Background: an optimization exercise with open tools, aiming at small area, a short achievable clock period and few clock cycles per item. Do not read the settings as production practice.

## lane 1
## cordic
module cordic #(
    parameter int Width = 16
) (
    input  logic             clk_i,
    input  logic             rst_i,
    input  logic             start_cordic_i,
    input  logic [Width-1:0] x0_i,
    input  logic [Width-1:0] y0_i,
    input  logic [Width-1:0] z0_i,
    output logic [Width-1:0] xn_o,
    output logic [Width-1:0] yn_o,
    output logic [Width-1:0] zn_o,
    output logic             done_tick_cordic_o
);
  function automatic logic [15:0] atan(input logic [3:0] i);
    case (i)
      4'd0: atan = 16'h2D00;
      4'd1: atan = 16'h1A91;
      4'd2: atan = 16'h0E09;
      4'd3: atan = 16'h0720;
      4'd4: atan = 16'h0394;
      4'd5: atan = 16'h01CA;
      4'd6: atan = 16'h00E5;
      4'd7: atan = 16'h0073;
      4'd8: atan = 16'h0039;
      4'd9: atan = 16'h001D;
      4'd10: atan = 16'h000E;
      4'd11: atan = 16'h0007;
      4'd12: atan = 16'h0004;
      4'd13: atan = 16'h0002;
      4'd14: atan = 16'h0001;
      default: atan = 16'h0000;
    endcase
  endfunction
  logic [15:0] x_q, y_q, z_q;
  logic        busy_q;   
  logic        done_q;
  logic neg;
  assign neg = z_q[15];
  logic [15:0] xi, yi;   
  logic negx_q, posy_q;
  assign xi = x_q ^ {16{~posy_q}};
  assign yi = y_q ^ {16{~negx_q}};
  logic [15:0] xs, ys, az;
  logic [3:0] lo_q, hi_q;
  logic [3:0] loy_q, hiy_q;   
  logic       last;
  assign last = hi_q[3] & lo_q[2];
  logic [15:0] xl, yl;
  always_comb begin
    xl = 16'd0;
    yl = 16'd0;
  ...
For scale: about 67 flip-flops, ~100 I/O pins.
==> flow/config.mk <==
export PLATFORM = sky130hd
export DESIGN_NAME = cordic
export DESIGN_NICKNAME = cordic
export VERILOG_FILES = /design/flow/design.v
export SDC_FILE = /design/flow/constraint.sdc
export NUM_CORES = 4
export LEC_CHECK = 0
export ABC_AREA = 1
export CAP_MARGIN = 20
export CORE_MARGIN = 2
export CORE_UTILIZATION = 40
export SETUP_SLACK_MARGIN = 2.6
export SLEW_MARGIN = 20
==> flow/constraint.sdc <==
create_clock -name core_clock -period 5.5 [get_ports {clk_i}]
set_input_delay 1.1000 -clock core_clock [delete_from_list [all_inputs] [get_ports {clk_i}]]
set_output_delay 1.1000 -clock core_clock [all_outputs]
set_load 0.01 [all_outputs]
standard.sh (not shown) runs the stock make flow with config.mk's settings and CLKGATE_MAP_FILE= SYNTH_SCRIPT=/design/flow/synth_recipe.tcl, a recipe that flattens the netlist after the stock synthesis.
==> flow/flow/run.sh <==
#!/bin/bash
# The standard layout (the standard.sh), with two changes:
#  - synthesis maps additions to ordinary logic cells (ADDER_MAP_FILE empty,
#    so Yosys does not extract full/half-adder cells); registers are unchanged;
#  - the port buffers that placement inserts are the smallest buffer cell,
#    sky130_fd_sc_hd__buf_1, instead of the one OpenROAD picks by default.
#    Every input and output port still gets its buffer.
# Full output in standard.log.
set -euo pipefail
export ADDER_MAP_FILE=
export BUFFER_PORTS_ARGS="-buffer_cell sky130_fd_sc_hd__buf_1"
bash standard.sh > standard.log 2>&1
The flow did not stop early for lane 1: all stages ran, and the layout cleared the timing, design-rule and antenna checks.
--- input diff lane 1..lane 2 ---
--- a/flow/design.v
+++ b/flow/design.v
@@ -23,51 +23,54 @@
       4'd6: atan = 16'h00E5;
       4'd7: atan = 16'h0073;
       4'd8: atan = 16'h0039;
       4'd9: atan = 16'h001D;
       4'd10: atan = 16'h000E;
       4'd11: atan = 16'h0007;
       4'd12: atan = 16'h0004;
       4'd13: atan = 16'h0002;
       4'd14: atan = 16'h0001;
       default: atan = 16'h0000;
     endcase
   endfunction
+  function automatic logic [15:0] asr(input logic [15:0] v, input int k);
+    for (int b = 0; b < 16; b++) asr[b] = (b + k > 15) ? v[15] : v[b + k];
+  endfunction
   logic [15:0] x_q, y_q, z_q;
   logic        busy_q;   
   logic        done_q;
   logic neg;
   assign neg = z_q[15];
   logic [15:0] xi, yi;   
   logic negx_q, posy_q;
   assign xi = x_q ^ {16{~posy_q}};
   assign yi = y_q ^ {16{~negx_q}};
   logic [15:0] xs, ys, az;
   logic [3:0] lo_q, hi_q;
   logic [3:0] loy_q, hiy_q;   
   logic       last;
   assign last = hi_q[3] & lo_q[2];
   logic [15:0] xl, yl;
   always_comb begin
     xl = 16'd0;
     yl = 16'd0;
     for (int i = 0; i < 4; i++) begin
-      xl = xl | ({16{lo_q[i]}} & 16'($signed(xi) >>> i));
-      yl = yl | ({16{loy_q[i]}} & 16'($signed(yi) >>> i));
+      xl = xl | ({16{lo_q[i]}} & asr(xi, i));
+      yl = yl | ({16{loy_q[i]}} & asr(yi, i));
     end
     xs = 16'd0;
     ys = 16'd0;
     for (int i = 0; i < 4; i++) begin
-      xs = xs | ({16{hi_q[i]}} & 16'($signed(xl) >>> (4 * i)));
-      ys = ys | ({16{hiy_q[i]}} & 16'($signed(yl) >>> (4 * i)));
+      xs = xs | ({16{hi_q[i]}} & asr(xl, (4 * i)));
+      ys = ys | ({16{hiy_q[i]}} & asr(yl, (4 * i)));
     end
     az = 16'd0;
     for (int i = 0; i < 15; i++) begin
       az = az | ({16{hi_q[i/4] & lo_q[i%4]}} & atan(i));
     end
   end
   logic [15:0] x_d, y_d, z_d, azi;
   logic        cx, cy, cz;
   assign cx  = ~negx_q & busy_q;
   assign cy  = ~posy_q & busy_q;
   assign cz  = ~neg & busy_q;
   assign azi = az ^ {16{~neg & busy_q}};
@@ -409,25 +412,25 @@
   assign z_d[15] = z_p0[16] ^ z_g14_;
   always_ff @(posedge clk_i) begin
     if (start_cordic_i) begin
       x_q <= x0_i;
       y_q <= y0_i;
       z_q <= z0_i;
       negx_q <= z0_i[15];
       posy_q <= ~z0_i[15];
     end else begin
       x_q <= x_d;
       y_q <= y_d;
       z_q <= z_d;
-      negx_q <= z_d[15];
+      negx_q <= z_d[15] & busy_q;   
       posy_q <= ~z_d[15];
     end
   end
   always_ff @(posedge clk_i, posedge rst_i) begin
     if (rst_i) begin
       lo_q   <= 4'd0;
       hi_q   <= 4'd0;
       loy_q  <= 4'd0;
       hiy_q  <= 4'd0;
       busy_q <= 1'b0;
       done_q <= 1'b0;
     end else begin
[summary]
- For worst endpoint required time, lane 2 and lane 1 come out practically identical.
- | number of multi-input logic gates | lane 2 vs lane 1 | 0.58% higher |
- When lane 2 is measured against lane 1, its inserted tap cell count turns out about 2.3% higher.
- Compared with lane 1, lane 2 shows a clock-buffer cell count that is 2 lower.
- Compared with lane 1, lane 2 shows first-pass GRT wire length that has gone up by a few percent.
- Compared with lane 1, in lane 2 wire length on met1 increased 1.5 mm; die area picked up an extra about 1.6%.
No run of this note included a check of the RTL's function; only the layout flow was run.

---

The RTL this note starts from:
==> flow/design.v <==
module cordic #(
    parameter int Width = 16
) (
    input  logic             clk_i,
    input  logic             rst_i,
    input  logic             start_cordic_i,
    input  logic [Width-1:0] x0_i,
    input  logic [Width-1:0] y0_i,
    input  logic [Width-1:0] z0_i,
    output logic [Width-1:0] xn_o,
    output logic [Width-1:0] yn_o,
    output logic [Width-1:0] zn_o,
    output logic             done_tick_cordic_o
);
  function automatic logic [15:0] atan(input logic [3:0] i);
    case (i)
      4'd0: atan = 16'h2D00;
      4'd1: atan = 16'h1A91;
      4'd2: atan = 16'h0E09;
      4'd3: atan = 16'h0720;
      4'd4: atan = 16'h0394;
      4'd5: atan = 16'h01CA;
      4'd6: atan = 16'h00E5;
      4'd7: atan = 16'h0073;
      4'd8: atan = 16'h0039;
      4'd9: atan = 16'h001D;
      4'd10: atan = 16'h000E;
      4'd11: atan = 16'h0007;
      4'd12: atan = 16'h0004;
      4'd13: atan = 16'h0002;
      4'd14: atan = 16'h0001;
      default: atan = 16'h0000;
    endcase
  endfunction
  logic [15:0] x_q, y_q, z_q;
  logic        busy_q;   
  logic        done_q;
  logic neg;
  assign neg = z_q[15];
  logic [15:0] xi, yi;   
  logic negx_q, posy_q;
  assign xi = x_q ^ {16{~posy_q}};
  assign yi = y_q ^ {16{~negx_q}};
  logic [15:0] xs, ys, az;
  logic [3:0] lo_q, hi_q;
  logic [3:0] loy_q, hiy_q;   
  logic       last;
  assign last = hi_q[3] & lo_q[2];
  logic [15:0] xl, yl;
  always_comb begin
    xl = 16'd0;
    yl = 16'd0;
    for (int i = 0; i < 4; i++) begin
      xl = xl | ({16{lo_q[i]}} & 16'($signed(xi) >>> i));
      yl = yl | ({16{loy_q[i]}} & 16'($signed(yi) >>> i));
    end
    xs = 16'd0;
    ys = 16'd0;
    for (int i = 0; i < 4; i++) begin
      xs = xs | ({16{hi_q[i]}} & 16'($signed(xl) >>> (4 * i)));
      ys = ys | ({16{hiy_q[i]}} & 16'($signed(yl) >>> (4 * i)));
    end
    az = 16'd0;
    for (int i = 0; i < 15; i++) begin
      az = az | ({16{hi_q[i/4] & lo_q[i%4]}} & atan(i));
    end
  end
  logic [15:0] x_d, y_d, z_d, azi;
  logic        cx, cy, cz;
  assign cx  = ~negx_q & busy_q;
  assign cy  = ~posy_q & busy_q;
  assign cz  = ~neg & busy_q;
  assign azi = az ^ {16{~neg & busy_q}};
  logic [16:0] x_s;
  assign x_s = {x_q, 1'b1} + {ys, cx};
  assign x_d = x_s[16:1];
  logic [16:0] y_s;
  assign y_s = {y_q, 1'b1} + {xs, cy};
  assign y_d = y_s[16:1];
  logic [16:0] z_s;
  assign z_s = {z_q, 1'b1} + {azi, cz};
  assign z_d = z_s[16:1];
  always_ff @(posedge clk_i) begin
    if (start_cordic_i) begin
      x_q <= x0_i;
      y_q <= y0_i;
      z_q <= z0_i;
      negx_q <= z0_i[15];
      posy_q <= ~z0_i[15];
    end else begin
      x_q <= x_d;
      y_q <= y_d;
      z_q <= z_d;
      negx_q <= z_d[15];
      posy_q <= ~z_d[15];
    end
  end
  always_ff @(posedge clk_i, posedge rst_i) begin
    if (rst_i) begin
      lo_q   <= 4'd0;
      hi_q   <= 4'd0;
      loy_q  <= 4'd0;
      hiy_q  <= 4'd0;
      busy_q <= 1'b0;
      done_q <= 1'b0;
    end else begin
      if (start_cordic_i) begin
        lo_q <= 4'd1;
        hi_q <= 4'd1;
      end else if (last) begin
        lo_q <= 4'd0;
        hi_q <= 4'd0;
      end else begin
        lo_q <= {lo_q[2:0], lo_q[3]};
        if (lo_q[3]) hi_q <= {hi_q[2:0], 1'b0};
      end
      if (start_cordic_i) begin
        loy_q <= 4'd1;
        hiy_q <= 4'd1;
      end else if (!busy_q || last) begin
        loy_q <= 4'd0;
        hiy_q <= 4'd0;
      end else begin
        loy_q <= {loy_q[2:0], loy_q[3]};
        if (loy_q[3]) hiy_q <= {hiy_q[2:0], 1'b0};
      end
      busy_q <= start_cordic_i || (busy_q && !last);
      done_q <= busy_q && last && !start_cordic_i;
    end
  end
  assign xn_o = x_q;
  assign yn_o = y_q;
  assign zn_o = z_q;
  assign done_tick_cordic_o = done_q;
endmodule
==> flow/config.mk <==
export PLATFORM = sky130hd
export DESIGN_NAME = cordic
export DESIGN_NICKNAME = cordic
export VERILOG_FILES = /design/flow/design.v
export SDC_FILE = /design/flow/constraint.sdc
export NUM_CORES = 4
export LEC_CHECK = 0
export ABC_AREA = 1
export CAP_MARGIN = 20
export CORE_MARGIN = 2
export CORE_UTILIZATION = 40
export SETUP_SLACK_MARGIN = 2.0
export SLEW_MARGIN = 20
==> flow/constraint.sdc <==
create_clock -name core_clock -period 5.5 [get_ports {clk_i}]
set_input_delay 1.1000 -clock core_clock [delete_from_list [all_inputs] [get_ports {clk_i}]]
set_output_delay 1.1000 -clock core_clock [all_outputs]
set_load 0.01 [all_outputs]
run.sh (not shown) runs the stock make flow with config.mk's settings and CLKGATE_MAP_FILE= SYNTH_SCRIPT=/design/flow/synth_recipe.tcl, a recipe that flattens the netlist after the stock synthesis.
Stock flow here: none of the scripts above is used.
Rerun with:
--- a/flow/design.v
+++ b/flow/design.v
@@ -37,39 +37,37 @@
   logic        done_q;
   logic neg;
   assign neg = z_q[15];
   logic [15:0] xi, yi;   
-  logic negx_q, posy_q;
-  assign xi = x_q ^ {16{~posy_q}};
-  assign yi = y_q ^ {16{~negx_q}};
+  assign xi = x_q ^ {16{neg}};
+  assign yi = y_q ^ {16{~neg}};
   logic [15:0] xs, ys, az;
   logic [3:0] lo_q, hi_q;
-  logic [3:0] loy_q, hiy_q;   
   logic       last;
   assign last = hi_q[3] & lo_q[2];
   logic [15:0] xl, yl;
   always_comb begin
     xl = 16'd0;
     yl = 16'd0;
     for (int i = 0; i < 4; i++) begin
       xl = xl | ({16{lo_q[i]}} & 16'($signed(xi) >>> i));
-      yl = yl | ({16{loy_q[i]}} & 16'($signed(yi) >>> i));
+      yl = yl | ({16{lo_q[i]}} & 16'($signed(yi) >>> i));
     end
     xs = 16'd0;
     ys = 16'd0;
     for (int i = 0; i < 4; i++) begin
       xs = xs | ({16{hi_q[i]}} & 16'($signed(xl) >>> (4 * i)));
-      ys = ys | ({16{hiy_q[i]}} & 16'($signed(yl) >>> (4 * i)));
+      ys = ys | ({16{hi_q[i]}} & 16'($signed(yl) >>> (4 * i)));
     end
     az = 16'd0;
     for (int i = 0; i < 15; i++) begin
       az = az | ({16{hi_q[i/4] & lo_q[i%4]}} & atan(i));
     end
   end
   logic [15:0] x_d, y_d, z_d, azi;
   logic        cx, cy, cz;
-  assign cx  = ~negx_q & busy_q;
-  assign cy  = ~posy_q & busy_q;
+  assign cx  = ~neg & busy_q;
+  assign cy  = neg & busy_q;
   assign cz  = ~neg & busy_q;
   assign azi = az ^ {16{~neg & busy_q}};
   logic [16:0] x_s;
   assign x_s = {x_q, 1'b1} + {ys, cx};
@@ -84,24 +82,18 @@
     if (start_cordic_i) begin
       x_q <= x0_i;
       y_q <= y0_i;
       z_q <= z0_i;
-      negx_q <= z0_i[15];
-      posy_q <= ~z0_i[15];
     end else begin
       x_q <= x_d;
       y_q <= y_d;
       z_q <= z_d;
-      negx_q <= z_d[15];
-      posy_q <= ~z_d[15];
     end
   end
   always_ff @(posedge clk_i, posedge rst_i) begin
     if (rst_i) begin
       lo_q   <= 4'd0;
       hi_q   <= 4'd0;
-      loy_q  <= 4'd0;
-      hiy_q  <= 4'd0;
       busy_q <= 1'b0;
       done_q <= 1'b0;
     end else begin
       if (start_cordic_i) begin
@@ -113,18 +105,8 @@
       end else begin
         lo_q <= {lo_q[2:0], lo_q[3]};
         if (lo_q[3]) hi_q <= {hi_q[2:0], 1'b0};
       end
-      if (start_cordic_i) begin
-        loy_q <= 4'd1;
-        hiy_q <= 4'd1;
-      end else if (!busy_q || last) begin
-        loy_q <= 4'd0;
-        hiy_q <= 4'd0;
-      end else begin
-        loy_q <= {loy_q[2:0], loy_q[3]};
-        if (loy_q[3]) hiy_q <= {hiy_q[2:0], 1'b0};
-      end
       busy_q <= start_cordic_i || (busy_q && !last);
       done_q <= busy_q && last && !start_cordic_i;
     end
   end
The changed run ran to the end with no violations.
Global-route usage increases by 0.49 points.
Area after synthesis decreases by a few percent.
Setup slack loses 0.13 ns.
Clock-buffer cell count increases by 2.
Cell area decreases by a few percent.
No run of this note included a check of the RTL's function; only the layout flow was run.

---

v6:
RTL: the design.v shown in full above, as it stands there.
make LEC_CHECK=0 ABC_AREA=1 CAP_MARGIN=20 CORE_MARGIN=2 CORE_UTILIZATION=40 SETUP_SLACK_MARGIN=2.4 SLEW_MARGIN=20 finish   # period 5.5 ns
v6 reached the end of the flow, and the finished layout is clean on the timing, design-rule and antenna checks.
Input changes introduced in v7 (baseline for comparison: v6):
--- a/flow/design.v
+++ b/flow/design.v
@@ -36,41 +36,39 @@
   logic        busy_q;   
   logic        done_q;
   logic neg;
   assign neg = z_q[15];
   logic [15:0] xi, yi;   
-  logic negx_q, posy_q;
-  assign xi = x_q ^ {16{~posy_q}};
-  assign yi = y_q ^ {16{~negx_q}};
+  assign xi = x_q ^ {16{neg}};
+  assign yi = y_q ^ {16{~neg}};
   logic [15:0] xs, ys, az;
   logic [3:0] lo_q, hi_q;
-  logic [3:0] loy_q, hiy_q;   
   logic       last;
   assign last = hi_q[3] & lo_q[2];
   logic [15:0] xl, yl;
   always_comb begin
     xl = 16'd0;
     yl = 16'd0;
     for (int i = 0; i < 4; i++) begin
       xl = xl | ({16{lo_q[i]}} & 16'($signed(xi) >>> i));
-      yl = yl | ({16{loy_q[i]}} & 16'($signed(yi) >>> i));
+      yl = yl | ({16{lo_q[i]}} & 16'($signed(yi) >>> i));
     end
     xs = 16'd0;
     ys = 16'd0;
     for (int i = 0; i < 4; i++) begin
       xs = xs | ({16{hi_q[i]}} & 16'($signed(xl) >>> (4 * i)));
-      ys = ys | ({16{hiy_q[i]}} & 16'($signed(yl) >>> (4 * i)));
+      ys = ys | ({16{hi_q[i]}} & 16'($signed(yl) >>> (4 * i)));
     end
     az = 16'd0;
     for (int i = 0; i < 15; i++) begin
       az = az | ({16{hi_q[i/4] & lo_q[i%4]}} & atan(i));
     end
   end
   logic [15:0] x_d, y_d, z_d, azi;
   logic        cx, cy, cz;
-  assign cx  = ~negx_q & busy_q;
-  assign cy  = ~posy_q & busy_q;
+  assign cx  = ~neg & busy_q;
+  assign cy  = neg & busy_q;
   assign cz  = ~neg & busy_q;
   assign azi = az ^ {16{~neg & busy_q}};
   logic [16:0] x_s;
   assign x_s = {x_q, 1'b1} + {ys, cx};
   assign x_d = x_s[16:1];
@@ -83,26 +81,20 @@
   always_ff @(posedge clk_i) begin
     if (start_cordic_i) begin
       x_q <= x0_i;
       y_q <= y0_i;
       z_q <= z0_i;
-      negx_q <= z0_i[15];
-      posy_q <= ~z0_i[15];
     end else begin
       x_q <= x_d;
       y_q <= y_d;
       z_q <= z_d;
-      negx_q <= z_d[15];
-      posy_q <= ~z_d[15];
     end
   end
   always_ff @(posedge clk_i, posedge rst_i) begin
     if (rst_i) begin
       lo_q   <= 4'd0;
       hi_q   <= 4'd0;
-      loy_q  <= 4'd0;
-      hiy_q  <= 4'd0;
       busy_q <= 1'b0;
       done_q <= 1'b0;
     end else begin
       if (start_cordic_i) begin
         lo_q <= 4'd1;
@@ -112,20 +104,10 @@
         hi_q <= 4'd0;
       end else begin
         lo_q <= {lo_q[2:0], lo_q[3]};
         if (lo_q[3]) hi_q <= {hi_q[2:0], 1'b0};
       end
-      if (start_cordic_i) begin
-        loy_q <= 4'd1;
-        hiy_q <= 4'd1;
-      end else if (!busy_q || last) begin
-        loy_q <= 4'd0;
-        hiy_q <= 4'd0;
-      end else begin
-        loy_q <= {loy_q[2:0], loy_q[3]};
-        if (loy_q[3]) hiy_q <= {hiy_q[2:0], 1'b0};
-      end
       busy_q <= start_cordic_i || (busy_q && !last);
       done_q <= busy_q && last && !start_cordic_i;
     end
   end
   assign xn_o = x_q;
Notes after the runs:
v7 ended up with a lower count of non-CTS inverters in the layout than v6 did.
v6 → v7: maximum cell stage delay along the critical path increased by 0.02 ns relative to the old numbers, placed wire-length estimate after detailed placement decreased by about 2% relative to the old numbers, area added between synthesis and finish increased by 6.0 points relative to the old numbers, worst setup slack decreased by 0.16 ns relative to the old numbers.
Diff v6..v7 | clock latency on the worst-skew pair | negligible
[compare] base=v6 new=v7: initial standard-cell utilization of the core comparable, unique cell type count in the Yosys netlist has increased.
When the final numbers for v7 and v6 were put side by side, the worst hold slack across all endpoints turned out to be smaller in v6.
Re post-route DRC violation count: no difference whatsoever between v7 and v6.
Between v6 and v7, area of the core decreased.
Critical-path cell with the highest stage delay = sky130_fd_sc_hd__dfxtp_4: v7; critical-path cell with the highest stage delay = sky130_fd_sc_hd__ha_1: v6
Function was not checked in any run of this note: the RTL went through the layout flow alone.

## port drivers added, routing unchanged
In the flow no input, the clock included, has a driving cell. The finished layouts below were timed again as built, in two steps. Step 1 assumes that a clkbuf_16 drives the clock port and a buf_2 every other input. Step 2 also shifts input and output timing later by t, the mid clock arrival at the registers, as if the neighbouring blocks saw the same clock. a / b / c = ideal ports / drivers / drivers and shift; a / b = the first two.
run	shift t [ns]	setup slack, ns	worst setup path at the end	clock arrival spread, ns
lane 1	0.395	2.772 / 2.772 / 2.578	input to register	0.009 / 0.009
lane 2	0.399	2.865 / 2.865 / 2.865	register to register	0.010 / 0.010
the first run of note 2	0.387	2.286 / 2.286 / 2.286	register to register	0.006 / 0.006
the second run of note 2	0.386	2.158 / 2.158 / 2.158	register to register	0.004 / 0.004
v6	0.387	2.564 / 2.564 / 2.564	register to register	0.007 / 0.007
v7	0.383	2.399 / 2.399 / 2.399	register to register	0.004 / 0.004
After both steps every run listed still meets setup and hold. For lane 1, which loses most, drivers alone change the setup slack by 0.000 ns; drivers and shift together by -0.194 ns.
